Background: an optimization exercise with open tools, aiming at small area, a short achievable clock period and few clock cycles. Do not read the settings as production practice.
Where RTL was checked, it was by simulation tests only, not by an equivalence proof against the original.
Power is estimated from default activity; no workload was simulated.

// tpu_top
module tpu_top#(
	parameter ARRAY_SIZE = 8,
	parameter SRAM_DATA_WIDTH = 32,
	parameter DATA_WIDTH = 8,
	parameter OUTPUT_DATA_WIDTH = 16
)
(
	input clk,
	input srstn,
	input tpu_start,
	input [SRAM_DATA_WIDTH-1:0] sram_rdata_w0,
	input [SRAM_DATA_WIDTH-1:0] sram_rdata_w1,
	input [SRAM_DATA_WIDTH-1:0] sram_rdata_d0,
	input [SRAM_DATA_WIDTH-1:0] sram_rdata_d1,
	output [9:0] sram_raddr_w0,
	output [9:0] sram_raddr_w1,
	output [9:0] sram_raddr_d0,
	output [9:0] sram_raddr_d1,
	output sram_write_enable_a0,
	output [ARRAY_SIZE*OUTPUT_DATA_WIDTH-1:0] sram_wdata_a,
	output [5:0] sram_waddr_a,
	output sram_write_enable_b0,
	output [ARRAY_SIZE*OUTPUT_DATA_WIDTH-1:0] sram_wdata_b,
	output [5:0] sram_waddr_b,
	output sram_write_enable_c0,
	output [ARRAY_SIZE*OUTPUT_DATA_WIDTH-1:0] sram_wdata_c,
	output [5:0] sram_waddr_c,
	output tpu_done
);
wire [5:0] addr0, addr1;
wire go;
wire [7:0] kn_oh, kn_le;
wire [2:0] kn, wr_new, wr_old;
wire [8*38-1:0] row_acc;
systolic_controll systolic_controll (
	.clk(clk), .srstn(srstn), .tpu_start(tpu_start),
	.addr0(addr0), .addr1(addr1), .go(go), .kn_oh(kn_oh), .kn_le(kn_le), .kn(kn),
	.wr_new(wr_new), .wr_old(wr_old), .tpu_done(tpu_done)
);
addr_sel addr_sel (
	.addr0(addr0), .addr1(addr1),
	.sram_raddr_w0(sram_raddr_w0), .sram_raddr_w1(sram_raddr_w1),
	.sram_raddr_d0(sram_raddr_d0), .sram_raddr_d1(sram_raddr_d1)
);
systolic systolic (
	.clk(clk), .tpu_start(tpu_start),
	.sram_rdata_w0(sram_rdata_w0), .sram_rdata_w1(sram_rdata_w1),
	.sram_rdata_d0(sram_rdata_d0), .sram_rdata_d1(sram_rdata_d1),
	.row_acc(row_acc)
);
write_out write_out (
	.clk(clk), .srstn(srstn), .row_acc(row_acc),
	.kn_oh(kn_oh), .kn_le(kn_le), .wr_new(wr_new), .wr_old(wr_old), .kn(kn),
  ...
==> flow/config.mk <==
export PLATFORM = sky130hd
export DESIGN_NAME = tpu_top
export DESIGN_NICKNAME = tpu_top
export VERILOG_FILES = /design/flow/design.v
export SDC_FILE = /design/flow/constraint.sdc
export NUM_CORES = 8
export LEC_CHECK = 0
export ABC_CLOCK_PERIOD_IN_PS = 3500
export CAP_MARGIN = 35
export CORE_MARGIN = 2
export CORE_UTILIZATION = 60
export CTS_CLUSTER_DIAMETER = 110
export CTS_CLUSTER_SIZE = 22
export SETUP_SLACK_MARGIN = 5
export SLEW_MARGIN = 20
==> flow/constraint.sdc <==
create_clock -name core_clock -period 9.0 [get_ports {clk}]
set_input_delay 1.8000 -clock core_clock [delete_from_list [all_inputs] [get_ports {clk}]]
set_output_delay 1.8000 -clock core_clock [all_outputs]
set_load 0.01 [all_outputs]
standard.sh (not shown) runs the stock make flow with config.mk's settings and CLKGATE_MAP_FILE= SYNTH_SCRIPT=/design/flow/synth_recipe.tcl, a recipe that flattens the netlist after the stock synthesis.
==> flow/flow/run.sh <==
#!/bin/bash
set -euo pipefail
bash standard.sh SYNTH_SCRIPT="$PWD/flow/synth_noabc.tcl" SETUP_SLACK_MARGIN=5.7 finish > make_finish.log 2>&1
==> flow/flow/synth_noabc.tcl <==
# synth_recipe.tcl with one change: Yosys's synth runs its fine stage without
# its internal "abc -fast", so that ORFS's extract_fa sees the full adders as
# written in the RTL (abc -fast re-encodes their XORs with mixed polarities,
# which leaves inverters between the adder cells). Everything else, including
# the registers, is the standard synthesis.
proc synth {args} {
  if {[lsearch -exact $args "fine:"] >= 0} {
    yosys synth -nofsm -noshare -noabc {*}$args
  } else {
    yosys synth -nofsm -noshare {*}$args
  }
}
source $::env(SCRIPTS_DIR)/synth.tcl
# left out here: clear keep_hierarchy, flatten, clean up, hide names made inside functions, write 1_2_yosys.v
The starting point finished clean.
Then changed:
--- a/flow/design.v
+++ b/flow/design.v
@@ -24,17 +24,18 @@
 			quantized_data[16*i +: 16] = v[15:0];
 		else
 			quantized_data[16*i +: 16] = v[18] ? 16'h8000 : 16'h7fff;
 	end
 end
 endmodule
 module systolic (
 	input clk,
-	input tpu_start,
+	input srstn,
+	input go,                               
 	input [31:0] sram_rdata_w0,
 	input [31:0] sram_rdata_w1,
 	input [31:0] sram_rdata_d0,
 	input [31:0] sram_rdata_d1,
 	output [8*38-1:0] row_acc               
 );
 reg [7:0] dq [0:7][1:7];                    
 reg [7:0] wq [1:7][0:7];                    
@@ -56,20 +57,20 @@
 	end
 endgenerate
 always @(posedge clk) begin
 	for (i = 0; i < 8; i = i + 1) begin
 		dq[i][1] <= ~d0[i];
 		wq[1][i] <= ~w0[i];
 	end
 	for (i = 0; i < 8; i = i + 1)
-		if (tpu_start) begin
-			clr[i] <= 8'd1 << ((16 - i) % 8);
-			sel[i] <= 8'd1 << ((16 - i) % 8);
-		end else begin
+		if (~srstn) begin
+			clr[i] <= 8'd1 << ((15 - i) % 8);
+			sel[i] <= 8'd1 << ((15 - i) % 8);
+		end else if (go) begin
 			clr[i] <= {clr[i][6:0], clr[i][7]};
 			sel[i] <= {sel[i][6:0], sel[i][7]};
 		end
 	for (i = 0; i < 8; i = i + 1)
 		for (j = 2; j < 8; j = j + 1) begin
 			dq[i][j] <= dq[i][j-1];
 			wq[j][i] <= wq[j-1][i];
 		end
@@ -392,17 +393,16 @@
 module systolic_controll (
 	input clk,
 	input srstn,
 	input tpu_start,
 	output reg [5:0] addr0,                 
 	output reg [5:0] addr1,                 
 	output go,
 	output reg [7:0] kn_oh,                 
-	output reg [7:0] kn_le,                 
 	output reg [2:0] kn,
 	output reg [2:0] wr_new,                
 	output reg [2:0] wr_old,                
 	output reg tpu_done
 );
 reg running;
 reg [5:0] u;
 wire last = (u == 6'd30);
@@ -426,25 +426,23 @@
 		u <= u_nx;
 		running <= step;
 		tpu_done <= running & last;
 		wr_new <= new_nx ? (3'b001 << u_nx[4:3]) : 3'b000;
 		wr_old <= old_nx ? (3'b001 << (u_nx[4:3] - 2'd1)) : 3'b000;
 	end
 	kn <= u_nx[2:0];
 	kn_oh <= 8'd1 << u_nx[2:0];
-	kn_le <= 8'hff >> (3'd7 - u_nx[2:0]);
 end
 endmodule
 module write_out (
 	input clk,
 	input srstn,
 	input [8*38-1:0] row_acc,               
 	input [7:0] kn_oh,                      
-	input [7:0] kn_le,                      
 	input [2:0] wr_new,                     
 	input [2:0] wr_old,                     
 	input [2:0] kn,
 	output sram_write_enable_a0,
 	output [127:0] sram_wdata_a,
 	output [5:0] sram_waddr_a,
 	output sram_write_enable_b0,
 	output [127:0] sram_wdata_b,
@@ -454,21 +452,25 @@
 	output [5:0] sram_waddr_c
 );
 reg [8*19-1:0] r;
 wire [8*16-1:0] q;
 reg [127:0] wa_q, wb_q, wc_q;
 reg [2:0] we_q, old_q;
 reg [2:0] ka_q, kb_q, kc_q;                 
 reg [127:0] nw, ow;
+reg le;
 integer i, k;
 quantize quantize (.row_sum(r), .quantized_data(q));
 always @(*) begin
-	for (i = 0; i < 8; i = i + 1)
-		nw[16*(7-i) +: 16] = kn_le[i] ? q[16*i +: 16] : 16'd0;
+	for (i = 0; i < 8; i = i + 1) begin
+		le = 1'b0;
+		for (k = i; k < 8; k = k + 1) le = le | kn_oh[k];
+		nw[16*(7-i) +: 16] = le ? q[16*i +: 16] : 16'd0;
+	end
 	for (k = 0; k < 8; k = k + 1) begin
 		ow[16*k +: 16] = 16'd0;
 		for (i = 8 - k; i < 8; i = i + 1)
 			ow[16*k +: 16] = ow[16*k +: 16] | ({16{kn_oh[i+k-8]}} & q[16*i +: 16]);
 	end
 end
 always @(posedge clk) begin
 	for (i = 0; i < 8; i = i + 1)
@@ -521,35 +523,35 @@
 	output [5:0] sram_waddr_b,
 	output sram_write_enable_c0,
 	output [ARRAY_SIZE*OUTPUT_DATA_WIDTH-1:0] sram_wdata_c,
 	output [5:0] sram_waddr_c,
 	output tpu_done
 );
 wire [5:0] addr0, addr1;
 wire go;
-wire [7:0] kn_oh, kn_le;
+wire [7:0] kn_oh;
 wire [2:0] kn, wr_new, wr_old;
 wire [8*38-1:0] row_acc;
 systolic_controll systolic_controll (
 	.clk(clk), .srstn(srstn), .tpu_start(tpu_start),
-	.addr0(addr0), .addr1(addr1), .go(go), .kn_oh(kn_oh), .kn_le(kn_le), .kn(kn),
+	.addr0(addr0), .addr1(addr1), .go(go), .kn_oh(kn_oh), .kn(kn),
 	.wr_new(wr_new), .wr_old(wr_old), .tpu_done(tpu_done)
 );
 addr_sel addr_sel (
 	.addr0(addr0), .addr1(addr1),
 	.sram_raddr_w0(sram_raddr_w0), .sram_raddr_w1(sram_raddr_w1),
 	.sram_raddr_d0(sram_raddr_d0), .sram_raddr_d1(sram_raddr_d1)
 );
 systolic systolic (
-	.clk(clk), .tpu_start(tpu_start),
+	.clk(clk), .srstn(srstn), .go(go),
 	.sram_rdata_w0(sram_rdata_w0), .sram_rdata_w1(sram_rdata_w1),
 	.sram_rdata_d0(sram_rdata_d0), .sram_rdata_d1(sram_rdata_d1),
 	.row_acc(row_acc)
 );
 write_out write_out (
 	.clk(clk), .srstn(srstn), .row_acc(row_acc),
-	.kn_oh(kn_oh), .kn_le(kn_le), .wr_new(wr_new), .wr_old(wr_old), .kn(kn),
+	.kn_oh(kn_oh), .wr_new(wr_new), .wr_old(wr_old), .kn(kn),
 	.sram_write_enable_a0(sram_write_enable_a0), .sram_wdata_a(sram_wdata_a), .sram_waddr_a(sram_waddr_a),
 	.sram_write_enable_b0(sram_write_enable_b0), .sram_wdata_b(sram_wdata_b), .sram_waddr_b(sram_waddr_b),
 	.sram_write_enable_c0(sram_write_enable_c0), .sram_wdata_c(sram_wdata_c), .sram_waddr_c(sram_waddr_c)
 );
 endmodule
=> Clock power is about the same. Fmax is higher slightly. Cell area is higher slightly. Flip-flop and latch count is lower by 5. Non-clock buffer count is higher by 65. Sequential power stays flat. Synthesized cell count is higher by a few percent. Power is higher slightly. Combinational power is higher by a few percent.
Testbench counts after the change, summed over its fixed seeds: cycles 5,496.
The RTL of the first run of this note was laid out without a check of its function.

port drivers added, routing unchanged:
Ports are ideal in the flow. The routed layouts listed here were re-timed in OpenROAD.
Step 1 (the two cells are an assumption about what drives the block):
set clk [get_ports {clk}]
set_driving_cell -lib_cell sky130_fd_sc_hd__clkbuf_16 $clk
set_driving_cell -lib_cell sky130_fd_sc_hd__buf_2 [delete_from_list [all_inputs] $clk]
Step 2, shift: input delay + t, output delay - t, t = (earliest + latest rising clock arrival at the registers) / 2. This alone moves slack from input paths to output paths.
Slacks: ideal / step 1 / step 2; pairs: ideal / step 1.
run | shift t [ns] | slack for setup (ns) | clock arrival spread, ns | pins driven straight from the clock port
the first run | 1.138 | 5.501 / 5.371 / 4.502 | 0.070 / 0.070 | 1
the second run | 1.129 | 5.513 / 5.389 / 4.471 | 0.065 / 0.065 | 1
After both steps setup and hold are still met in every run listed. The setup slack of the second run, which loses most, moves by -0.124 ns with the drivers and by -1.042 ns with both steps.
